This is an optimization exercise on Yosys and OpenROAD, whose aim is small area, a short achievable clock period and few clock cycles per item, not a production implementation.
Function was checked by simulation only, so behaviour that the tests miss may differ from the original.
No activity file was given, so power comes from the tool's default toggle rates.

===== design/flow/run.sh =====
#!/bin/bash
# synth_recipe.tcl (not shown) runs the flow's synth.tcl, then flattens the netlist and writes it again
# the make line also repeats each setting of config.mk as NAME=value (left out here)
make -C /OpenROAD-flow-scripts/flow DESIGN_CONFIG=/design/flow/config.mk WORK_HOME=/design/flow/orfs CLKGATE_MAP_FILE= SYNTH_SCRIPT=/design/flow/synth_recipe.tcl finish

===== design/flow/config.mk =====
export PLATFORM = sky130hd
export DESIGN_NAME = fft_engine
export DESIGN_NICKNAME = fft_engine
export VERILOG_FILES = /design/flow/design.v
export SDC_FILE = /design/flow/constraint.sdc
export NUM_CORES = 4
export LEC_CHECK = 0
export CAP_MARGIN = 20
export CORE_MARGIN = 2
export CORE_UTILIZATION = 40
export SETUP_SLACK_MARGIN = 5
export SLEW_MARGIN = 20

===== design/flow/constraint.sdc =====
create_clock -name core_clock -period 9.0 [get_ports {i_clk}]
set_input_delay 1.8000 -clock core_clock [delete_from_list [all_inputs] [get_ports {i_clk}]]
set_output_delay 1.8000 -clock core_clock [all_outputs]
set_load 0.01 [all_outputs]

===== design/flow/design.v =====
module csa #(
    parameter W = 16
) (
    input  logic [W-1:0] i_x,
    input  logic [W-1:0] i_y,
    input  logic [W-1:0] i_z,
    output logic [W-1:0] o_s,
    output logic [W-1:0] o_c
);
logic [W-1:0] maj;
assign o_s = i_x ^ i_y ^ i_z;
assign maj = (i_x & i_y) | (i_x & i_z) | (i_y & i_z);
assign o_c = {maj[W-2:0], 1'b0};
endmodule
module padd #(
    parameter W = 16
) (
    input  logic [W-1:0] i_a,
    input  logic [W-1:0] i_b,
    input  logic i_ci,
    output logic [W-1:0] o_s
);
localparam L = (W <= 2) ? 1 : (W <= 4) ? 2 : (W <= 8) ? 3 : (W <= 16) ? 4 : (W <= 32) ? 5 : 6;
logic [L:0][W-1:0] g, p;
logic [W-1:0] c;
always_comb begin
    g[0] = i_a & i_b;
    p[0] = i_a ^ i_b;
    g[0][0] = (i_a[0] & i_b[0]) | ((i_a[0] ^ i_b[0]) & i_ci);
    for (int l = 0; l < L; l++) begin
        for (int i = 0; i < W; i++) begin
            if ((i >> l) & 1) begin
                g[l+1][i] = g[l][i] | (p[l][i] & g[l][((i >> l) << l) - 1]);
                p[l+1][i] = p[l][i] & p[l][((i >> l) << l) - 1];
            end
            else begin
                g[l+1][i] = g[l][i];
                p[l+1][i] = p[l][i];
            end
        end
    end
    c[0] = i_ci;
    for (int i = 1; i < W; i++) c[i] = g[L][i-1];
    o_s = p[0] ^ c;
end
endmodule
module sum3 #(
    parameter W = 16
) (
    input  logic [W-1:0] i_x0,
    input  logic [W-1:0] i_x1,
    input  logic [W-1:0] i_x2,
    output logic [W-1:0] o_sum
);
logic [W-1:0] s0, c0;
csa #(.W(W)) u0 (.i_x(i_x0), .i_y(i_x1), .i_z(i_x2), .o_s(s0), .o_c(c0));
padd #(.W(W)) fin (.i_a(s0), .i_b(c0), .i_ci(1'b0), .o_s(o_sum));
endmodule
module sum4 #(
    parameter W = 16
) (
    input  logic [W-1:0] i_x0,
    input  logic [W-1:0] i_x1,
    input  logic [W-1:0] i_x2,
    input  logic [W-1:0] i_x3,
    output logic [W-1:0] o_sum
);
logic [W-1:0] s0, c0;
csa #(.W(W)) u0 (.i_x(i_x0), .i_y(i_x1), .i_z(i_x2), .o_s(s0), .o_c(c0));
logic [W-1:0] s1, c1;
csa #(.W(W)) u1 (.i_x(i_x3), .i_y(s0), .i_z(c0), .o_s(s1), .o_c(c1));
padd #(.W(W)) fin (.i_a(s1), .i_b(c1), .i_ci(1'b0), .o_s(o_sum));
endmodule
module sum5 #(
    parameter W = 16
) (
    input  logic [W-1:0] i_x0,
    input  logic [W-1:0] i_x1,
    input  logic [W-1:0] i_x2,
    input  logic [W-1:0] i_x3,
    input  logic [W-1:0] i_x4,
    output logic [W-1:0] o_sum
);
logic [W-1:0] s0, c0;
csa #(.W(W)) u0 (.i_x(i_x0), .i_y(i_x1), .i_z(i_x2), .o_s(s0), .o_c(c0));
logic [W-1:0] s1, c1;
csa #(.W(W)) u1 (.i_x(i_x3), .i_y(i_x4), .i_z(s0), .o_s(s1), .o_c(c1));
logic [W-1:0] s2, c2;
csa #(.W(W)) u2 (.i_x(c0), .i_y(s1), .i_z(c1), .o_s(s2), .o_c(c2));
padd #(.W(W)) fin (.i_a(s2), .i_b(c2), .i_ci(1'b0), .o_s(o_sum));
endmodule
module sum6 #(
    parameter W = 16
) (
    input  logic [W-1:0] i_x0,
    input  logic [W-1:0] i_x1,
    input  logic [W-1:0] i_x2,
    input  logic [W-1:0] i_x3,
    input  logic [W-1:0] i_x4,
    input  logic [W-1:0] i_x5,
    output logic [W-1:0] o_sum
);
logic [W-1:0] s0, c0;
csa #(.W(W)) u0 (.i_x(i_x0), .i_y(i_x1), .i_z(i_x2), .o_s(s0), .o_c(c0));
logic [W-1:0] s1, c1;
csa #(.W(W)) u1 (.i_x(i_x3), .i_y(i_x4), .i_z(i_x5), .o_s(s1), .o_c(c1));
logic [W-1:0] s2, c2;
csa #(.W(W)) u2 (.i_x(s0), .i_y(c0), .i_z(s1), .o_s(s2), .o_c(c2));
logic [W-1:0] s3, c3;
csa #(.W(W)) u3 (.i_x(c1), .i_y(s2), .i_z(c2), .o_s(s3), .o_c(c3));
padd #(.W(W)) fin (.i_a(s3), .i_b(c3), .i_ci(1'b0), .o_s(o_sum));
endmodule
module sum7 #(
    parameter W = 16
) (
    input  logic [W-1:0] i_x0,
    input  logic [W-1:0] i_x1,
    input  logic [W-1:0] i_x2,
    input  logic [W-1:0] i_x3,
    input  logic [W-1:0] i_x4,
    input  logic [W-1:0] i_x5,
    input  logic [W-1:0] i_x6,
    output logic [W-1:0] o_sum
);
logic [W-1:0] s0, c0;
csa #(.W(W)) u0 (.i_x(i_x0), .i_y(i_x1), .i_z(i_x2), .o_s(s0), .o_c(c0));
logic [W-1:0] s1, c1;
csa #(.W(W)) u1 (.i_x(i_x3), .i_y(i_x4), .i_z(i_x5), .o_s(s1), .o_c(c1));
logic [W-1:0] s2, c2;
csa #(.W(W)) u2 (.i_x(i_x6), .i_y(s0), .i_z(c0), .o_s(s2), .o_c(c2));
logic [W-1:0] s3, c3;
csa #(.W(W)) u3 (.i_x(s1), .i_y(c1), .i_z(s2), .o_s(s3), .o_c(c3));
logic [W-1:0] s4, c4;
csa #(.W(W)) u4 (.i_x(c2), .i_y(s3), .i_z(c3), .o_s(s4), .o_c(c4));
padd #(.W(W)) fin (.i_a(s4), .i_b(c4), .i_ci(1'b0), .o_s(o_sum));
endmodule
module cs5 #(
    parameter W = 16
) (
    input  logic [W-1:0] i_x0,
    input  logic [W-1:0] i_x1,
    input  logic [W-1:0] i_x2,
    input  logic [W-1:0] i_x3,
    input  logic [W-1:0] i_x4,
    output logic [W-1:0] o_s,
    output logic [W-1:0] o_c
);
logic [W-1:0] s0, c0;
csa #(.W(W)) u0 (.i_x(i_x0), .i_y(i_x1), .i_z(i_x2), .o_s(s0), .o_c(c0));
logic [W-1:0] s1, c1;
csa #(.W(W)) u1 (.i_x(i_x3), .i_y(i_x4), .i_z(s0), .o_s(s1), .o_c(c1));
logic [W-1:0] s2, c2;
csa #(.W(W)) u2 (.i_x(c0), .i_y(s1), .i_z(c1), .o_s(s2), .o_c(c2));
assign o_s = s2;
assign o_c = c2;
endmodule
module cs6 #(
    parameter W = 16
) (
    input  logic [W-1:0] i_x0,
    input  logic [W-1:0] i_x1,
    input  logic [W-1:0] i_x2,
    input  logic [W-1:0] i_x3,
    input  logic [W-1:0] i_x4,
    input  logic [W-1:0] i_x5,
    output logic [W-1:0] o_s,
    output logic [W-1:0] o_c
);
logic [W-1:0] s0, c0;
csa #(.W(W)) u0 (.i_x(i_x0), .i_y(i_x1), .i_z(i_x2), .o_s(s0), .o_c(c0));
logic [W-1:0] s1, c1;
csa #(.W(W)) u1 (.i_x(i_x3), .i_y(i_x4), .i_z(i_x5), .o_s(s1), .o_c(c1));
logic [W-1:0] s2, c2;
csa #(.W(W)) u2 (.i_x(s0), .i_y(c0), .i_z(s1), .o_s(s2), .o_c(c2));
logic [W-1:0] s3, c3;
csa #(.W(W)) u3 (.i_x(c1), .i_y(s2), .i_z(c2), .o_s(s3), .o_c(c3));
assign o_s = s3;
assign o_c = c3;
endmodule
module cs7 #(
    parameter W = 16
) (
    input  logic [W-1:0] i_x0,
    input  logic [W-1:0] i_x1,
    input  logic [W-1:0] i_x2,
    input  logic [W-1:0] i_x3,
    input  logic [W-1:0] i_x4,
    input  logic [W-1:0] i_x5,
    input  logic [W-1:0] i_x6,
    output logic [W-1:0] o_s,
    output logic [W-1:0] o_c
);
logic [W-1:0] s0, c0;
csa #(.W(W)) u0 (.i_x(i_x0), .i_y(i_x1), .i_z(i_x2), .o_s(s0), .o_c(c0));
logic [W-1:0] s1, c1;
csa #(.W(W)) u1 (.i_x(i_x3), .i_y(i_x4), .i_z(i_x5), .o_s(s1), .o_c(c1));
logic [W-1:0] s2, c2;
csa #(.W(W)) u2 (.i_x(i_x6), .i_y(s0), .i_z(c0), .o_s(s2), .o_c(c2));
logic [W-1:0] s3, c3;
csa #(.W(W)) u3 (.i_x(s1), .i_y(c1), .i_z(s2), .o_s(s3), .o_c(c3));
logic [W-1:0] s4, c4;
csa #(.W(W)) u4 (.i_x(c2), .i_y(s3), .i_z(c3), .o_s(s4), .o_c(c4));
assign o_s = s4;
assign o_c = c4;
endmodule
module cs9 #(
    parameter W = 16
) (
    input  logic [W-1:0] i_x0,
    input  logic [W-1:0] i_x1,
    input  logic [W-1:0] i_x2,
    input  logic [W-1:0] i_x3,
    input  logic [W-1:0] i_x4,
    input  logic [W-1:0] i_x5,
    input  logic [W-1:0] i_x6,
    input  logic [W-1:0] i_x7,
    input  logic [W-1:0] i_x8,
    output logic [W-1:0] o_s,
    output logic [W-1:0] o_c
);
logic [W-1:0] s0, c0;
csa #(.W(W)) u0 (.i_x(i_x0), .i_y(i_x1), .i_z(i_x2), .o_s(s0), .o_c(c0));
logic [W-1:0] s1, c1;
csa #(.W(W)) u1 (.i_x(i_x3), .i_y(i_x4), .i_z(i_x5), .o_s(s1), .o_c(c1));
logic [W-1:0] s2, c2;
csa #(.W(W)) u2 (.i_x(i_x6), .i_y(i_x7), .i_z(i_x8), .o_s(s2), .o_c(c2));
logic [W-1:0] s3, c3;
csa #(.W(W)) u3 (.i_x(s0), .i_y(c0), .i_z(s1), .o_s(s3), .o_c(c3));
logic [W-1:0] s4, c4;
csa #(.W(W)) u4 (.i_x(c1), .i_y(s2), .i_z(c2), .o_s(s4), .o_c(c4));
logic [W-1:0] s5, c5;
csa #(.W(W)) u5 (.i_x(s3), .i_y(c3), .i_z(s4), .o_s(s5), .o_c(c5));
logic [W-1:0] s6, c6;
csa #(.W(W)) u6 (.i_x(c4), .i_y(s5), .i_z(c5), .o_s(s6), .o_c(c6));
assign o_s = s6;
assign o_c = c6;
endmodule
module cmul_k23170 (
    input  logic signed [15:0] i_a,
    output logic [15:0] o_h1,
    output logic [15:0] o_h2,
    output logic o_cl
);
wire signed [31:0] A = i_a;
logic [31:0] ps, pc;
logic [15:0] lo;
cs7 #(.W(32)) t (.i_x0(32'(A) << 1), .i_x1(32'(A) << 7), .i_x2(32'(A) << 9), .i_x3(~(32'(A) << 11)), .i_x4(~(32'(A) << 13)), .i_x5(32'(A) << 15), .i_x6(32'd16386), .o_s(ps), .o_c(pc));
padd #(.W(16)) low (.i_a({1'b0, ps[14:0]}), .i_b({1'b0, pc[14:0]}), .i_ci(1'b0), .o_s(lo));
assign o_h1 = ps[30:15];
assign o_h2 = pc[30:15];
assign o_cl = lo[15];
endmodule
module cmul_k30274 (
    input  logic signed [15:0] i_a,
    output logic [15:0] o_h1,
    output logic [15:0] o_h2,
    output logic o_cl
);
wire signed [31:0] A = i_a;
logic [31:0] ps, pc;
logic [15:0] lo;
cs6 #(.W(32)) t (.i_x0(32'(A) << 1), .i_x1(32'(A) << 6), .i_x2(~(32'(A) << 9)), .i_x3(~(32'(A) << 11)), .i_x4(32'(A) << 15), .i_x5(32'd16386), .o_s(ps), .o_c(pc));
padd #(.W(16)) low (.i_a({1'b0, ps[14:0]}), .i_b({1'b0, pc[14:0]}), .i_ci(1'b0), .o_s(lo));
assign o_h1 = ps[30:15];
assign o_h2 = pc[30:15];
assign o_cl = lo[15];
endmodule
module cmul_k12540 (
    input  logic signed [15:0] i_a,
    output logic [15:0] o_h1,
    output logic [15:0] o_h2,
    output logic o_cl
);
wire signed [31:0] A = i_a;
logic [31:0] ps, pc;
logic [15:0] lo;
cs5 #(.W(32)) t (.i_x0(~(32'(A) << 2)), .i_x1(32'(A) << 8), .i_x2(~(32'(A) << 12)), .i_x3(32'(A) << 14), .i_x4(32'd16386), .o_s(ps), .o_c(pc));
padd #(.W(16)) low (.i_a({1'b0, ps[14:0]}), .i_b({1'b0, pc[14:0]}), .i_ci(1'b0), .o_s(lo));
assign o_h1 = ps[30:15];
assign o_h2 = pc[30:15];
assign o_cl = lo[15];
endmodule
module twiddle_lut (
    input  logic [3:0] i_idx,
    output logic signed [15:0] o_c,
    output logic signed [15:0] o_d
);
always_comb begin
    case (i_idx)
        4'd0: begin o_c = 16'h7fff; o_d = 16'h0000; end
        4'd1: begin o_c = 16'h7d8a; o_d = 16'he707; end
        4'd2: begin o_c = 16'h7642; o_d = 16'hcf04; end
        4'd3: begin o_c = 16'h6a6e; o_d = 16'hb8e3; end
        4'd4: begin o_c = 16'h5a82; o_d = 16'ha57e; end
        4'd5: begin o_c = 16'h471d; o_d = 16'h9592; end
        4'd6: begin o_c = 16'h30fc; o_d = 16'h89be; end
        4'd7: begin o_c = 16'h18f9; o_d = 16'h8276; end
        4'd8: begin o_c = 16'h0000; o_d = 16'h8000; end
        4'd9: begin o_c = 16'he707; o_d = 16'h8276; end
        4'd10: begin o_c = 16'hcf04; o_d = 16'h89be; end
        4'd11: begin o_c = 16'hb8e3; o_d = 16'h9592; end
        4'd12: begin o_c = 16'ha57e; o_d = 16'ha57e; end
        4'd13: begin o_c = 16'h9592; o_d = 16'hb8e3; end
        4'd14: begin o_c = 16'h89be; o_d = 16'hcf04; end
        4'd15: begin o_c = 16'h8276; o_d = 16'he707; end
        default: begin o_c = 16'h0000; o_d = 16'h0000; end
    endcase
end
endmodule
module delay_line #(
    parameter N = 1
) (
    input  logic i_clk,
    input  logic i_en,
    input  logic [31:0] i_data,
    output logic [31:0] o_data
);
logic [31:0] r [0:N-1];
always_ff @(posedge i_clk) begin
    if (i_en) begin
        r[0] <= i_data;
        for (int i = 1; i < N; i++) r[i] <= r[i-1];
    end
end
assign o_data = r[N-1];
endmodule
module sdf_stage #(
    parameter D = 1
) (
    input  logic i_clk,
    input  logic i_en,
    input  logic i_second,
    input  logic [31:0] i_x,
    input  logic [3:0] i_kt,
    input  logic [3:0] i_kb,
    output logic [31:0] o_next,
    output logic [31:0] o_out
);
logic [31:0] head, top, btm, fin;
delay_line #(.N(D)) fifo (
    .i_clk(i_clk),
    .i_en(i_en),
    .i_data(fin),
    .o_data(head)
);
bfly bf (
    .i_e(head),
    .i_m(i_x),
    .i_kt(i_kt),
    .i_kb(i_kb),
    .o_top(top),
    .o_btm(btm)
);
assign fin = i_second ? btm : i_x;
assign o_next = i_second ? top : head;
always_ff @(posedge i_clk) begin
    if (i_en) o_out <= o_next;
end
endmodule
module booth_cs (
    input  logic i_clk,
    input  logic i_en,
    input  logic signed [15:0] i_a,
    input  logic [23:0] i_enc,
    output logic [30:0] o_s,
    output logic [30:0] o_c
);
logic [30:0] p [0:7];
logic [30:0] n;
logic [30:0] s, c;
always_comb begin
    n = '0;
    for (int i = 0; i < 8; i++) begin
        logic [16:0] sel;
        logic [16:0] pp;
        logic neg, one, two;
        {neg, one, two} = i_enc[3*i +: 3];
        sel = one ? {i_a[15], i_a} : (two ? {i_a, 1'b0} : 17'd0);
        pp = neg ? ~sel : sel;
        p[i] = 31'({~pp[16], pp[15:0]}) << (2*i);
        n[2*i] = neg;
    end
end
cs9 #(.W(31)) t (.i_x0(p[0]), .i_x1(p[1]), .i_x2(p[2]), .i_x3(p[3]), .i_x4(p[4]),
                 .i_x5(p[5]), .i_x6(p[6]), .i_x7(p[7]), .i_x8(n), .o_s(s), .o_c(c));
always_ff @(posedge i_clk) begin
    if (i_en) begin
        o_s <= s;
        o_c <= c;
    end
end
endmodule
module booth_enc (
    input  logic [15:0] i_c,
    output logic [23:0] o_enc
);
logic [16:0] cc;
always_comb begin
    cc = {i_c, 1'b0};
    for (int i = 0; i < 8; i++) begin
        logic [2:0] bb;
        bb = cc[2*i +: 3];
        o_enc[3*i +: 3] = {bb[2], bb[1] ^ bb[0], (bb == 3'b011) || (bb == 3'b100)};
    end
end
endmodule
module bfly (
    input  logic [31:0] i_e,
    input  logic [31:0] i_m,
    input  logic [3:0] i_kt,
    input  logic [3:0] i_kb,
    output logic [31:0] o_top,
    output logic [31:0] o_btm
);
logic [15:0] sr, si, dr, di, srs, src, sis, sic, drs, drc, dis, dic;
csa #(.W(16)) csr (.i_x(i_e[31:16]), .i_y(i_m[31:16]),  .i_z({14'd0, i_kt[3:2]}), .o_s(srs), .o_c(src));
csa #(.W(16)) csi (.i_x(i_e[15:0]),  .i_y(i_m[15:0]),   .i_z({14'd0, i_kt[1:0]}), .o_s(sis), .o_c(sic));
csa #(.W(16)) cdr (.i_x(i_e[31:16]), .i_y(~i_m[31:16]), .i_z({14'd0, i_kb[3:2]}), .o_s(drs), .o_c(drc));
csa #(.W(16)) cdi (.i_x(i_e[15:0]),  .i_y(~i_m[15:0]),  .i_z({14'd0, i_kb[1:0]}), .o_s(dis), .o_c(dic));
padd #(.W(16)) asr (.i_a(srs), .i_b(src), .i_ci(1'b0), .o_s(sr));
padd #(.W(16)) asi (.i_a(sis), .i_b(sic), .i_ci(1'b0), .o_s(si));
padd #(.W(16)) adr (.i_a(drs), .i_b(drc), .i_ci(1'b0), .o_s(dr));
padd #(.W(16)) adi (.i_a(dis), .i_b(dic), .i_ci(1'b0), .o_s(di));
assign o_top = {sr[15], sr[15:1], si[15], si[15:1]};
assign o_btm = {dr[15], dr[15:1], di[15], di[15:1]};
endmodule
module fw0u (
    input  logic [15:0] i_a,
    output logic [15:0] o_y
);
logic dec, inc;
assign dec = !i_a[15] && i_a[14] && (i_a[13:0] != 14'd0);
assign inc = i_a[15] && (!i_a[14] || (i_a[13:0] == 14'd0));
padd #(.W(16)) a (.i_a(i_a), .i_b({16{dec}}), .i_ci(inc), .o_s(o_y));
endmodule
module neg16 (
    input  logic [15:0] i_a,
    output logic [15:0] o_y
);
padd #(.W(16)) a (.i_a(~i_a), .i_b(16'd0), .i_ci(1'b1), .o_s(o_y));
endmodule
module sum4b (
    input  logic [15:0] i_x0,
    input  logic [15:0] i_x1,
    input  logic [15:0] i_x2,
    input  logic [15:0] i_x3,
    input  logic [3:0] i_k,
    input  logic i_b1,
    input  logic i_b2,
    output logic [15:0] o_sum
);
logic [15:0] s0, c0, s1, c1, s2, c2;
csa #(.W(16)) u0 (.i_x(i_x0), .i_y(i_x1), .i_z(i_x2), .o_s(s0), .o_c(c0));
csa #(.W(16)) u1 (.i_x(i_x3), .i_y({{12{i_k[3]}}, i_k}), .i_z(s0), .o_s(s1), .o_c(c1));
csa #(.W(16)) u2 (.i_x({c0[15:1], i_b2}), .i_y(c1), .i_z(s1), .o_s(s2), .o_c(c2));
padd #(.W(16)) fin (.i_a(s2), .i_b(c2), .i_ci(i_b1), .o_s(o_sum));
endmodule
module bitx #(
    parameter I = 1,
    parameter J = 0
) (
    input  logic i_clk,
    input  logic i_en,
    input  logic i_sel,
    input  logic [31:0] i_x,
    output logic [31:0] o_y
);
localparam N = (1 << I) - (1 << J);
logic sel;
logic [31:0] dl_out, dl_in;
assign sel = i_sel;
assign dl_in = sel ? dl_out : i_x;
assign o_y = sel ? i_x : dl_out;
delay_line #(.N(N)) dl (
    .i_clk(i_clk),
    .i_en(i_en),
    .i_data(dl_in),
    .o_data(dl_out)
);
endmodule
module out_perm (
    input  logic i_clk,
    input  logic i_en,
    input  logic [3:0] i_sel,
    input  logic [31:0] i_x,
    output logic [31:0] o_y
);
logic [31:0] y1, y2, y3;
bitx #(.I(1), .J(0)) x1 (.i_clk(i_clk), .i_en(i_en), .i_sel(i_sel[0]), .i_x(i_x), .o_y(y1));
bitx #(.I(2), .J(1)) x2 (.i_clk(i_clk), .i_en(i_en), .i_sel(i_sel[1]), .i_x(y1),  .o_y(y2));
bitx #(.I(3), .J(2)) x3 (.i_clk(i_clk), .i_en(i_en), .i_sel(i_sel[2]), .i_x(y2),  .o_y(y3));
bitx #(.I(4), .J(3)) x4 (.i_clk(i_clk), .i_en(i_en), .i_sel(i_sel[3]), .i_x(y3),  .o_y(o_y));
endmodule
module control #(
    parameter LAT = 58
) (
    input  logic i_clk,
    input  logic i_rst,
    input  logic i_in_valid,
    output logic o_in_ready,
    output logic o_adv,
    output logic [4:0] o_cnt,
    output logic [4:0] o_cnt_next,
    output logic o_out_valid
);
logic v_r;        
logic bmode;      
logic f_cur;      
logic f_1, f_2;   
logic start;
logic v_n, bmode_n, f_cur_n, f_1_n, f_2_n, start_n, ready_n;
assign start = (o_cnt == 5'd0) && !v_r && !bmode && (f_1 || f_2);
assign o_cnt_next = o_cnt + {4'd0, o_adv};
always_comb begin
    v_n = i_in_valid && o_in_ready;
    bmode_n = bmode;
    f_cur_n = f_cur;
    f_1_n = f_1;
    f_2_n = f_2;
    if (o_adv) begin
        if (o_cnt == 5'd0) f_cur_n = v_r;
        if (o_cnt == 5'd31) begin
            f_1_n = f_cur;
            f_2_n = f_1;
            bmode_n = 1'b0;
        end
        else if (start) begin
            bmode_n = 1'b1;
        end
    end
    start_n = (o_cnt_next == 5'd0) && !v_n && !bmode_n && (f_1_n || f_2_n);
    ready_n = !bmode_n && !start_n;
end
always_ff @(posedge i_clk) begin
    if (i_rst) begin
        v_r <= 1'b0;
        bmode <= 1'b0;
        o_cnt <= '0;
        f_cur <= 1'b0;
        f_1 <= 1'b0;
        f_2 <= 1'b0;
        o_out_valid <= 1'b0;
        o_in_ready <= 1'b1;
        o_adv <= 1'b0;
    end
    else begin
        v_r <= v_n;
        bmode <= bmode_n;
        o_cnt <= o_cnt_next;
        f_cur <= f_cur_n;
        f_1 <= f_1_n;
        f_2 <= f_2_n;
        o_in_ready <= ready_n;
        o_adv <= v_n || bmode_n || start_n;
        o_out_valid <= o_adv && ((o_cnt >= 5'(LAT - 32)) ? f_1 : f_2);
    end
end
endmodule
module fft_engine (
    input i_clk,
    input i_rst,
    input i_in_valid,
    output o_in_ready,
    input signed [15:0] i_in_re,
    input signed [15:0] i_in_im,
    output o_out_valid,
    output signed [15:0] o_out_re,
    output signed [15:0] o_out_im
);
function automatic logic w0dec(input logic [15:0] a);
    w0dec = !a[15] && a[14] && (a[13:0] != 14'd0);
endfunction
function automatic logic w0inc(input logic [15:0] a);
    w0inc = a[15] && (!a[14] || (a[13:0] == 14'd0));
endfunction
localparam LAT = 58;
logic adv;
logic [4:0] cnt, cnt_next;
control #(.LAT(LAT)) ctl (
    .i_clk(i_clk),
    .i_rst(i_rst),
    .i_in_valid(i_in_valid),
    .o_in_ready(o_in_ready),
    .o_adv(adv),
    .o_cnt(cnt),
    .o_cnt_next(cnt_next),
    .o_out_valid(o_out_valid)
);
logic [4:0] i1a, i1b, i2a, i2, i3a, i3, i4, ip1, ip2, ip3, ip4;
assign i1a = cnt_next - 5'd17;    
assign i1b = cnt_next - 5'd18;    
assign i2a = cnt_next - 5'd27;    
assign i2  = cnt_next - 5'd29;    
assign i3a = cnt_next - 5'd2;     
assign i3  = cnt_next - 5'd4;     
assign i4  = cnt_next - 5'd6;     
assign ip1 = cnt_next - 5'd11;    
assign ip2 = cnt_next - 5'd12;
assign ip3 = cnt_next - 5'd14;
assign ip4 = cnt_next - 5'd18;
logic d0_sec, d1_sec, d1_g, d1b_sec, d2_sec, d2b_sec, d3_sec, d3b_sec;
logic [1:0] d2_g;
logic [2:0] d3_g;
logic [4:0] j4;
logic [3:0] dp_sel;
always_ff @(posedge i_clk) begin
    d0_sec <= cnt_next[4];
    d1_sec <= i1a[3];
    d1_g <= i1a[4];
    d1b_sec <= i1b[3];
    d2_sec <= i2a[2];
    d2_g <= i2a[4:3];
    d2b_sec <= i2[2];
    d3_sec <= i3a[1];
    d3_g <= i3a[4:2];
    d3b_sec <= i3[1];
    j4 <= i4;
    dp_sel <= {ip4[4] & ~ip4[3], ip3[3] & ~ip3[2], ip2[2] & ~ip2[1], ip1[1] & ~ip1[0]};
end
logic [31:0] data_r, out0;
logic [3:0] d0_kt, d0_kb;
always_ff @(posedge i_clk) begin
    data_r <= {i_in_re, i_in_im};
    if (cnt_next[4]) begin
        d0_kt <= {2'd1 + {1'b0, w0inc(i_in_re)} - {1'b0, w0dec(i_in_re)},
                  2'd1 + {1'b0, w0inc(i_in_im)} - {1'b0, w0dec(i_in_im)}};
        d0_kb <= {2'd2 - {1'b0, w0inc(i_in_re)} + {1'b0, w0dec(i_in_re)},
                  2'd2 - {1'b0, w0inc(i_in_im)} + {1'b0, w0dec(i_in_im)}};
    end
    else begin
        d0_kt <= 4'b0101;
        d0_kb <= 4'b1010;
    end
end
sdf_stage #(.D(16)) st0 (.i_clk(i_clk), .i_en(adv), .i_second(d0_sec), .i_x(data_r),
                         .i_kt(d0_kt), .i_kb(d0_kb), .o_next(), .o_out(out0));
logic [31:0] x1, x1r, out1;
logic [3:0] x1_kt, x1_kb, x1_ktr, x1_kbr;
always_comb begin
    x1_kt = 4'b0101;
    x1_kb = 4'b1010;
    if (!d1_sec) x1 = out0;
    else if (!d1_g) begin
        x1 = out0;
        x1_kt = {2'd1 + {1'b0, w0inc(out0[31:16])} - {1'b0, w0dec(out0[31:16])},
                 2'd1 + {1'b0, w0inc(out0[15:0])} - {1'b0, w0dec(out0[15:0])}};
        x1_kb = {2'd2 - {1'b0, w0inc(out0[31:16])} + {1'b0, w0dec(out0[31:16])},
                 2'd2 - {1'b0, w0inc(out0[15:0])} + {1'b0, w0dec(out0[15:0])}};
    end
    else begin
        x1 = {out0[15:0], ~out0[31:16]};
        x1_kt = 4'b0110;
        x1_kb = 4'b1001;
    end
end
always_ff @(posedge i_clk) begin
    if (adv) begin
        x1r <= x1;
        x1_ktr <= x1_kt;
        x1_kbr <= x1_kb;
    end
end
sdf_stage #(.D(8)) st1 (.i_clk(i_clk), .i_en(adv), .i_second(d1b_sec), .i_x(x1r),
                        .i_kt(x1_ktr), .i_kb(x1_kbr), .o_next(), .o_out(out1));
logic [15:0] a2, b2, ka1, ka2, kb1, kb2;
logic kacl, kbcl;
logic [15:0] s2_x1, s2_x2, s2_y1, s2_y2;
logic s2_xc, s2_yc, s2_k, s2_w12;
logic [3:0] s2_cr, s2_ci;
logic ea2, eb2;
assign a2 = out1[31:16];
assign b2 = out1[15:0];
assign ea2 = (a2[13:0] == 14'h2000);
assign eb2 = (b2[13:0] == 14'h2000);
cmul_k23170 m2a (.i_a(a2), .o_h1(ka1), .o_h2(ka2), .o_cl(kacl));
cmul_k23170 m2b (.i_a(b2), .o_h1(kb1), .o_h2(kb2), .o_cl(kbcl));
always_ff @(posedge i_clk) begin
    if (adv) begin
        s2_k <= d2_sec && d2_g[1];
        s2_w12 <= d2_g[0];
        if (!(d2_sec && d2_g[1])) begin
            s2_cr <= 4'd0;
            s2_ci <= 4'd0;
        end
        else if (!d2_g[0]) begin
            s2_cr <= 4'd0 - {3'd0, eb2};
            s2_ci <= 4'd1 + {3'd0, ea2};
        end
        else begin
            s2_cr <= 4'd1 + {3'd0, ea2} - {3'd0, eb2};
            s2_ci <= 4'd2 + {3'd0, ea2} + {3'd0, eb2};
        end
        if (!d2_sec) begin
            s2_x1 <= a2; s2_x2 <= 16'd0; s2_xc <= 1'b0;
            s2_y1 <= b2; s2_y2 <= 16'd0; s2_yc <= 1'b0;
        end
        else begin
            case (d2_g)
                2'd0: begin
                    s2_x1 <= a2; s2_x2 <= {16{w0dec(a2)}}; s2_xc <= w0inc(a2);
                    s2_y1 <= b2; s2_y2 <= {16{w0dec(b2)}}; s2_yc <= w0inc(b2);
                end
                2'd1: begin
                    s2_x1 <= b2; s2_x2 <= 16'd0; s2_xc <= 1'b0;
                    s2_y1 <= ~a2; s2_y2 <= 16'd0; s2_yc <= 1'b1;
                end
                default: begin
                    s2_x1 <= ka1; s2_x2 <= ka2; s2_xc <= kacl;
                    s2_y1 <= kb1; s2_y2 <= kb2; s2_yc <= kbcl;
                end
            endcase
        end
    end
end
logic [15:0] o2r1, o2r2, o2r3, o2r4, o2i1, o2i2, o2i3, o2i4, x2re, x2im;
logic o2rb1, o2rb2, o2ib1, o2ib2;
always_comb begin
    if (!s2_k) begin
        o2r1 = s2_x1; o2r2 = s2_x2; o2r3 = 16'd0; o2r4 = 16'd0; o2rb1 = s2_xc; o2rb2 = 1'b0;
        o2i1 = 16'd0; o2i2 = 16'd0; o2i3 = s2_y1; o2i4 = s2_y2; o2ib1 = s2_yc; o2ib2 = 1'b0;
    end
    else if (!s2_w12) begin
        o2r1 = s2_x1;  o2r2 = s2_x2;  o2r3 = s2_y1; o2r4 = s2_y2; o2rb1 = s2_xc;  o2rb2 = s2_yc;
        o2i1 = ~s2_x1; o2i2 = ~s2_x2; o2i3 = s2_y1; o2i4 = s2_y2; o2ib1 = !s2_xc; o2ib2 = s2_yc;
    end
    else begin
        o2r1 = ~s2_x1; o2r2 = ~s2_x2; o2r3 = s2_y1;  o2r4 = s2_y2;  o2rb1 = !s2_xc; o2rb2 = s2_yc;
        o2i1 = ~s2_x1; o2i2 = ~s2_x2; o2i3 = ~s2_y1; o2i4 = ~s2_y2; o2ib1 = !s2_xc; o2ib2 = !s2_yc;
    end
end
sum4b a2re (.i_x0(o2r1), .i_x1(o2r2), .i_x2(o2r3), .i_x3(o2r4), .i_k(s2_cr), .i_b1(o2rb1), .i_b2(o2rb2), .o_sum(x2re));
sum4b a2im (.i_x0(o2i1), .i_x1(o2i2), .i_x2(o2i3), .i_x3(o2i4), .i_k(s2_ci), .i_b1(o2ib1), .i_b2(o2ib2), .o_sum(x2im));
logic [31:0] x2r, out2;
always_ff @(posedge i_clk) if (adv) x2r <= {x2re, x2im};
sdf_stage #(.D(4)) st2 (.i_clk(i_clk), .i_en(adv), .i_second(d2b_sec), .i_x(x2r),
                        .i_kt(4'b0101), .i_kb(4'b1010), .o_next(), .o_out(out2));
logic [15:0] a3, b3;
logic [15:0] A1h1, A1h2, A2h1, A2h2, AKh1, AKh2, B1h1, B1h2, B2h1, B2h2, BKh1, BKh2;
logic A1c, A2c, AKc, B1c, B2c, BKc;
logic eA1, eA2, eB1, eB2;
assign a3 = out2[31:16];
assign b3 = out2[15:0];
assign eA1 = (a3[13:0] == 14'h2000);
assign eB1 = (b3[13:0] == 14'h2000);
assign eA2 = (a3[12:0] == 13'h1000);
assign eB2 = (b3[12:0] == 13'h1000);
cmul_k30274 m3a1 (.i_a(a3), .o_h1(A1h1), .o_h2(A1h2), .o_cl(A1c));
cmul_k12540 m3a2 (.i_a(a3), .o_h1(A2h1), .o_h2(A2h2), .o_cl(A2c));
cmul_k23170 m3ak (.i_a(a3), .o_h1(AKh1), .o_h2(AKh2), .o_cl(AKc));
cmul_k30274 m3b1 (.i_a(b3), .o_h1(B1h1), .o_h2(B1h2), .o_cl(B1c));
cmul_k12540 m3b2 (.i_a(b3), .o_h1(B2h1), .o_h2(B2h2), .o_cl(B2c));
cmul_k23170 m3bk (.i_a(b3), .o_h1(BKh1), .o_h2(BKh2), .o_cl(BKc));
logic [15:0] ac1, ac2, ad1, ad2, bc1, bc2, bd1, bd2;
logic acc_, adc, bcc, bdc;
logic e3_ac, e3_ad, e3_bc, e3_bd, n3_c, n3_d;
logic [3:0] k3r4, k3i4;
logic e3n_ac, e3n_ad, e3n_bc, e3n_bd, n3n_c, n3n_d;
always_comb begin
    e3n_ac = 1'b0; e3n_ad = 1'b0; e3n_bc = 1'b0; e3n_bd = 1'b0; n3n_c = 1'b0; n3n_d = 1'b0;
    if (d3_sec) begin
        case (d3_g)
            3'd0: ;
            3'd1: n3n_d = 1'b1;
            3'd2, 3'd3: begin
                e3n_ac = eA1; e3n_ad = eA1; e3n_bc = eB1; e3n_bd = eB1; n3n_c = d3_g[0]; n3n_d = 1'b1;
            end
            3'd4, 3'd7: begin
                e3n_ac = eA1; e3n_ad = eA2; e3n_bc = eB1; e3n_bd = eB2; n3n_c = d3_g[0]; n3n_d = 1'b1;
            end
            default: begin
                e3n_ac = eA2; e3n_ad = eA1; e3n_bc = eB2; e3n_bd = eB1; n3n_c = d3_g[0]; n3n_d = 1'b1;
            end
        endcase
    end
end
always_ff @(posedge i_clk) begin
    if (adv) begin
        k3r4 <= (n3n_c ? 4'd1 + {3'd0, e3n_ac} : 4'd0) + (n3n_d ? 4'd0 - {3'd0, e3n_bd} : 4'd1);
        k3i4 <= (n3n_d ? 4'd1 + {3'd0, e3n_ad} : 4'd0) + (n3n_c ? 4'd1 + {3'd0, e3n_bc} : 4'd0);
    end
end
always_ff @(posedge i_clk) begin
    if (adv) begin
        if (!d3_sec) begin
            ac1 <= a3; ac2 <= 16'd0; acc_ <= 1'b0;
            ad1 <= 16'd0; ad2 <= 16'd0; adc <= 1'b0;
            bc1 <= b3; bc2 <= 16'd0; bcc <= 1'b0;
            bd1 <= 16'd0; bd2 <= 16'd0; bdc <= 1'b0;
            e3_ac <= 1'b0; e3_ad <= 1'b0; e3_bc <= 1'b0; e3_bd <= 1'b0;
            n3_c <= 1'b0; n3_d <= 1'b0;
        end
        else begin
            case (d3_g)
                3'd0: begin  
                    ac1 <= a3; ac2 <= {16{w0dec(a3)}}; acc_ <= w0inc(a3);
                    ad1 <= 16'd0; ad2 <= 16'd0; adc <= 1'b0;
                    bc1 <= b3; bc2 <= {16{w0dec(b3)}}; bcc <= w0inc(b3);
                    bd1 <= 16'd0; bd2 <= 16'd0; bdc <= 1'b0;
                    e3_ac <= 1'b0; e3_ad <= 1'b0; e3_bc <= 1'b0; e3_bd <= 1'b0;
                    n3_c <= 1'b0; n3_d <= 1'b0;
                end
                3'd1: begin  
                    ac1 <= 16'd0; ac2 <= 16'd0; acc_ <= 1'b0;
                    ad1 <= a3; ad2 <= 16'd0; adc <= 1'b0;
                    bc1 <= 16'd0; bc2 <= 16'd0; bcc <= 1'b0;
                    bd1 <= b3; bd2 <= 16'd0; bdc <= 1'b0;
                    e3_ac <= 1'b0; e3_ad <= 1'b0; e3_bc <= 1'b0; e3_bd <= 1'b0;
                    n3_c <= 1'b0; n3_d <= 1'b1;
                end
                3'd2, 3'd3: begin  
                    ac1 <= AKh1; ac2 <= AKh2; acc_ <= AKc;
                    ad1 <= AKh1; ad2 <= AKh2; adc <= AKc;
                    bc1 <= BKh1; bc2 <= BKh2; bcc <= BKc;
                    bd1 <= BKh1; bd2 <= BKh2; bdc <= BKc;
                    e3_ac <= eA1; e3_ad <= eA1; e3_bc <= eB1; e3_bd <= eB1;
                    n3_c <= d3_g[0]; n3_d <= 1'b1;
                end
                3'd4, 3'd7: begin  
                    ac1 <= A1h1; ac2 <= A1h2; acc_ <= A1c;
                    ad1 <= A2h1; ad2 <= A2h2; adc <= A2c;
                    bc1 <= B1h1; bc2 <= B1h2; bcc <= B1c;
                    bd1 <= B2h1; bd2 <= B2h2; bdc <= B2c;
                    e3_ac <= eA1; e3_ad <= eA2; e3_bc <= eB1; e3_bd <= eB2;
                    n3_c <= d3_g[0]; n3_d <= 1'b1;
                end
                default: begin  
                    ac1 <= A2h1; ac2 <= A2h2; acc_ <= A2c;
                    ad1 <= A1h1; ad2 <= A1h2; adc <= A1c;
                    bc1 <= B2h1; bc2 <= B2h2; bcc <= B2c;
                    bd1 <= B1h1; bd2 <= B1h2; bdc <= B1c;
                    e3_ac <= eA2; e3_ad <= eA1; e3_bc <= eB2; e3_bd <= eB1;
                    n3_c <= d3_g[0]; n3_d <= 1'b1;
                end
            endcase
        end
    end
end
logic [15:0] x3re, x3im;
sum4b a3re (.i_x0(n3_c ? ~ac1 : ac1), .i_x1(n3_c ? ~ac2 : ac2),
            .i_x2(n3_d ? bd1 : ~bd1), .i_x3(n3_d ? bd2 : ~bd2),
            .i_k(k3r4), .i_b1(acc_ ^ n3_c), .i_b2(bdc ^ !n3_d), .o_sum(x3re));
sum4b a3im (.i_x0(n3_d ? ~ad1 : ad1), .i_x1(n3_d ? ~ad2 : ad2),
            .i_x2(n3_c ? ~bc1 : bc1), .i_x3(n3_c ? ~bc2 : bc2),
            .i_k(k3i4), .i_b1(adc ^ n3_d), .i_b2(bcc ^ n3_c), .o_sum(x3im));
logic [31:0] x3r;
always_ff @(posedge i_clk) if (adv) x3r <= {x3re, x3im};
logic [31:0] n3;
sdf_stage #(.D(2)) st3 (.i_clk(i_clk), .i_en(adv), .i_second(d3b_sec), .i_x(x3r),
                        .i_kt(4'b0101), .i_kb(4'b1010), .o_next(n3), .o_out());
localparam logic [30:0] CK = 31'(32'd16384 - (32'h10000 * 32'h5555));
localparam logic [30:0] CKN = 31'(32'h8001 - (32'd16384 - (32'h10000 * 32'h5555)));
logic [4:0] j4g;
logic [15:0] tw_c, tw_d;
logic [31:0] h4, e4, e4b, e4c, m4, b4;
logic [15:0] T1, T3;
logic [23:0] coef_r, enc_c, enc_d;
logic pA, pB;
logic [31:0] top4, btm4, x4;
logic [30:0] sa, ca, sb, cb, pa, pb, smr, smi;
assign j4g = j4[0] ? j4 : (j4 - 5'd1);
twiddle_lut lut4 (.i_idx({j4g[1], j4g[2], j4g[3], j4g[4]}), .o_c(tw_c), .o_d(tw_d));
booth_enc bec (.i_c(tw_c), .o_enc(enc_c));
booth_enc bed (.i_c(tw_d), .o_enc(enc_d));
booth_cs mul4a (.i_clk(i_clk), .i_en(adv), .i_a(h4[31:16]), .i_enc(coef_r), .o_s(sa), .o_c(ca));
booth_cs mul4b (.i_clk(i_clk), .i_en(adv), .i_a(h4[15:0]),  .i_enc(coef_r), .o_s(sb), .o_c(cb));
sum3 #(.W(31)) pta (.i_x0(sa), .i_x1(ca), .i_x2(CK), .o_sum(pa));
sum3 #(.W(31)) ptb (.i_x0(sb), .i_x1(cb), .i_x2(CK), .o_sum(pb));
sum4 #(.W(31)) pmr (.i_x0({T1, 15'd0}), .i_x1(~sb), .i_x2(~cb), .i_x3(CKN), .o_sum(smr));
sum4 #(.W(31)) pmi (.i_x0({T3, 15'd0}), .i_x1(sa), .i_x2(ca), .i_x3(CK), .o_sum(smi));
bfly bf4 (.i_e(e4c), .i_m(m4), .i_kt(4'b0101), .i_kb(4'b1010), .o_top(top4), .o_btm(btm4));
always_ff @(posedge i_clk) begin
    if (adv) begin
        coef_r <= j4[0] ? enc_c : enc_d;
        pA <= j4[0];
        pB <= pA;
        if (j4[0]) begin
            h4 <= n3;
            b4 <= btm4;
        end
        else begin
            e4 <= n3;
            e4b <= e4;
            e4c <= e4b;
        end
        if (pB) begin
            T1 <= pa[30:15];
            T3 <= pb[30:15];
        end
        else begin
            m4 <= {smr[30:15], smi[30:15]};
        end
    end
end
assign x4 = j4[0] ? top4 : b4;
logic [31:0] y;
out_perm perm (.i_clk(i_clk), .i_en(adv), .i_sel(dp_sel), .i_x(x4), .o_y(y));
logic [31:0] out_r;
always_ff @(posedge i_clk) out_r <= y;
assign o_out_re = out_r[31:16];
assign o_out_im = out_r[15:0];
endmodule

==> results.ini <==
[sta]
max_freq_ghz=0.2158
final_hold_viol_count=0
slew_violations=0
fin_setup_tns_ns=0
slew_headroom_pct=25.86
post-route-min-period_ns=4.633
rsz0062_at_grt=true
worstMarginPinSlew_ns=1.112
skew_ns=0.1152
setup_violations=0
fin_crit_sh_pct=51.48

[pwr]
peakVddDrop_uv=624.5
p_comb_share_pct=51.3
power_density_mw_per_mm2=336.5
swShare_pct=39.45
p_int_w=0.03196
total_leakage_power_nw=64.17
switchingPower_w=0.02082
power.share.clock_pct=19.4
finalPower_w=0.05279
seq_power_share_pct=29.3

[synth]
netlist_instances=11174
syn-num-nets=13441
synth_ff_type=edfxtp_1
synth_seq_cells=2320
synth_cell_type_count=79
yosys_warnings=23
synthArstFlopShare_pct=0
synth_edf_count=2215
post_synth.cell_area_avg_um2=12.46
synth_seq_area_share_pct=49.28
netlist_area_mm2=0.1392

[floorplan]
dieArea_mm2=0.3528
initial_utilization_pct=40.22
die_h_um=594.0
placementRows=216
io_pins=69
die_w_um=594.0
core_mm2=0.3462

[drt]
wl_met2_um=158200
dr.pass1.iters=6
wl_per_cell_um=20.11
met3_length_um=14510
routed_wl_um=325100
m1WireLength_um=139500
route.detailed.drc=0
drtIter0Drc=5777
avgViaCountPerCell=5.096
top_layer_used=met5
ant_nets=0
dr_total_vias=82376

[clocking]
cts_root_buf=clkbuf_16
htreeDepth=4
clock_latency_ns=0.96
cts_buffer_depth=4
clk_pin_slew_ns=0.06
cts_buffers=240
cts_tree=yes
cts_sinks=2320
cts_hold_buf=0

[global_route]
gr-total-overflow=0
grtUsageTotal_pct=18.17
grt_max_degree=220
grt_pass1_wl_um=501000
grt_pass1_vias=85067
antenna_found_initial=10

[worst_setup_path]
critPathCaptureType=register
worst-setup-path-type=register to register
required_ns=9.65
cp_slowest_cell=fa_1
cpPeakStageDelay_ns=0.54
critPathLaunchType=register
cp_cell_sequence=buf_6, buf_12, nand2_8, buf_12, xor2_2, fa_1, inv_2, fa_1, fa_1, fa_2, a21o_1, a21oi_2, o21bai_1, a21oi_2, o21a_1, o211ai_1, a31o_2, a21oi_2, xor2_1
path_delay_family=adder cells
critPathArrivalTime_ns=5.28
path_buf_inv=4
cp_max_fo=5

[hold_path]
hold_path_class=register to register

[cells_and_area]
most-common-layout-cells=edfxtp_1, inv_1, ha_1
areaGrowthSynthToFinish_pct=12.66
layout.nets=13641
final_common_cell=edfxtp_1
drive_gt1_share_pct=10.18
utilization_pct=45.31

[placement]
placement.io_buffers=68
gp_congestion=0.8720
hpwl_um=229700

[flow_run]
drv_cap=0

[run_status]
status=timing/DRC/antenna clean

## sequential cells by signal, indices dropped and copies added, names as in the netlist, 31 cells and up
register      cells
m4               32
st0.o_out        32
perm.x3.dl.r    128
st2.o_out        32
st2.fifo.r      128
st1.o_out        32
st0.fifo.r      512
mul4b.o_s        31
e4c              32
e4               32
out_r            32
perm.x2.dl.r     64
st3.fifo.r       64
data_r           32
x3r              32
x1r              32
e4b              32
st1.fifo.r      256
h4               32
perm.x4.dl.r    256
x2r              32
## per-stage QoR
stage / hold slack, ns / instances / area, µm² / worst slack [ns]
final: 0.3328 / 16166 / 156900 / 4.367
after global routing: 0.3549 / 16163 / 156900 / 4.141
after detailed placement: 0.4045 / 15534 / 145500 / 3.029
after CTS: 0.3243 / 16113 / 155800 / 4.348
after floorplan: 0.4003 / 11174 / 139500 / -8.590
after global placement: 0.4004 / 15534 / 145400 / 3.050
## Yosys cell counts, types with 10 or more instances
master | number | area, µm²
edfxtp_1 | 2215 | 66510
and3_1 | 32 | 200.2
a22o_1 | 10 | 87.58
and2_1 | 56 | 350.3
o22ai_1 | 46 | 287.8
fa_1 | 810 | 16220
o211ai_1 | 18 | 135.1
nand2_1 | 708 | 2658
nand3_1 | 62 | 310.3
a21oi_1 | 381 | 1907
o21bai_1 | 29 | 217.7
or2_2 | 25 | 156.4
inv_1 | 1739 | 6528
xnor2_1 | 504 | 4414
xor2_1 | 325 | 2846
nand2b_1 | 65 | 406.6
nor2_1 | 447 | 1678
dfxtp_1 | 105 | 2102
mux2_2 | 181 | 2038
a2111oi_2 | 24 | 360.4
nor2b_1 | 109 | 681.9
or3_1 | 29 | 181.4
a21o_1 | 106 | 795.8
mux2i_1 | 103 | 1031
a211oi_1 | 34 | 255.2
ha_1 | 1422 | 17790
a22oi_1 | 160 | 1201
clkbuf_1 | 345 | 1295
a31oi_1 | 79 | 494.2
nand4_1 | 25 | 156.4
o21a_1 | 62 | 465.5
o21ai_0 | 482 | 2412
a221o_1 | 11 | 110.1
buf_1 | 60 | 225.2
o31ai_1 | 46 | 345.3
o21ai_1 | 77 | 385.4
a221oi_1 | 16 | 140.1
nor3_1 | 64 | 320.3
nor4_1 | 18 | 112.6
## worst reg2reg max path, stage by stage (launching register included)
cell and delay, ns:
edfxtp_1 0.41, buf_6 0.15, buf_12 0.10, nand2_8 0.07
buf_12 0.13, xor2_2 0.14, fa_1 0.50, inv_2 0.05
fa_1 0.54, fa_1 0.45, fa_2 0.42, a21o_1 0.20
a21oi_2 0.16, o21bai_1 0.12, a21oi_2 0.16, o21a_1 0.22
o211ai_1 0.13, a31o_2 0.25, a21oi_2 0.13, xor2_1 0.07
## logic make-up after synthesis
kind of cell / count (synthesis) / synth area share, %
multiplexers: 285 / 2.212
adder cells (fa/ha/maj): 2236 / 24.45
flip-flops: 2320 / 49.28
XOR/XNOR: 829 / 5.214
AND/OR/NAND/NOR: 1670 / 5.352
AO/OA/AOI/OAI: 1685 / 7.697
buffers and inverters: 2149 / 5.795
## layout make-up
type,instances,area (µm²)
fill,30878,189300
clock inverter,179,1888
timing repair buffer,361,3553
sequential,2320,68660
tap,4578,5728
antenna,4,10.01
clock buffer,273,6232
inverter,1742,6639
multi-input combinational,6709,64170
## timing repair
| action | 4_1_cts | 5_1_grt |
|---|---|---|
| buffers inserted | 117 | 44 |
| gates resized for setup | 201 | 111 |
| pin swaps | 121 | 53 |
| gates cloned | 10 | 2 |
| endpoints found under the setup margin | 181 | 324 |
## layer usage
| metal | up-vias | global-route usage (%) |
|---|---|---|
| met5 | - | 0 |
| met4 | 4 | 6.849 |
| met3 | 625 | 2.161 |
| met2 | 2004 | 30.99 |
| met1 | 41207 | 23.67 |
| li1 | 38536 | - |
## power by group through the flow
stage,clock (W),combinational [W],sequential (W)
global placement,0,0.0244,0.0158
detailed placement,0,0.0252,0.0158
finish,0.0102,0.0271,0.0155
floorplan,0,0.0174,0.0157
global route,0.0109,0.0306,0.0156
CTS,0.0105,0.0267,0.0155
## final timing paths
| check | slack [ns] | end | startpoint | cells after the start |
|---|---|---|---|---|
| setup reg to reg | 4.37 | x2r[15] | s2_k | 19 |
| hold reg to reg | 0.33 | st1.fifo.r[4][30] | st1.fifo.r[3][30] | 0 |
| setup / recovery | 4.37 | x2r[15] | s2_k | 19 |
| hold / removal | 0.33 | st1.fifo.r[4][30] | st1.fifo.r[3][30] | 0 |
Testbench counts, summed over its fixed seeds: cycles 6,624, frames 192.

-- what the ideal ports hide --
In the flow no input, the clock included, has a driving cell. The finished layout below was timed again as built, in two steps.
Step 1 (the two cells are an assumption about what drives the block):
set clk [get_ports {i_clk}]
set_driving_cell -lib_cell sky130_fd_sc_hd__clkbuf_16 $clk
set_driving_cell -lib_cell sky130_fd_sc_hd__buf_2 [delete_from_list [all_inputs] $clk]
Step 2, shift: input delay + t, output delay - t, t = (earliest + latest rising clock arrival at the registers) / 2. This alone moves slack from input paths to output paths.
Three values: no drivers, after step 1, after step 2; two values: the first two.
t, ns: 1.000
setup WS [ns]: 4.367 / 4.367 / 4.367
hold WS [ns]: 0.333 / 0.333 / 0.333
latest minus earliest clock arrival (ns): 0.116 / 0.116
After both steps setup and hold are still met in this run. For this run, drivers alone change the setup slack by 0.000 ns; drivers and shift together by 0.000 ns.
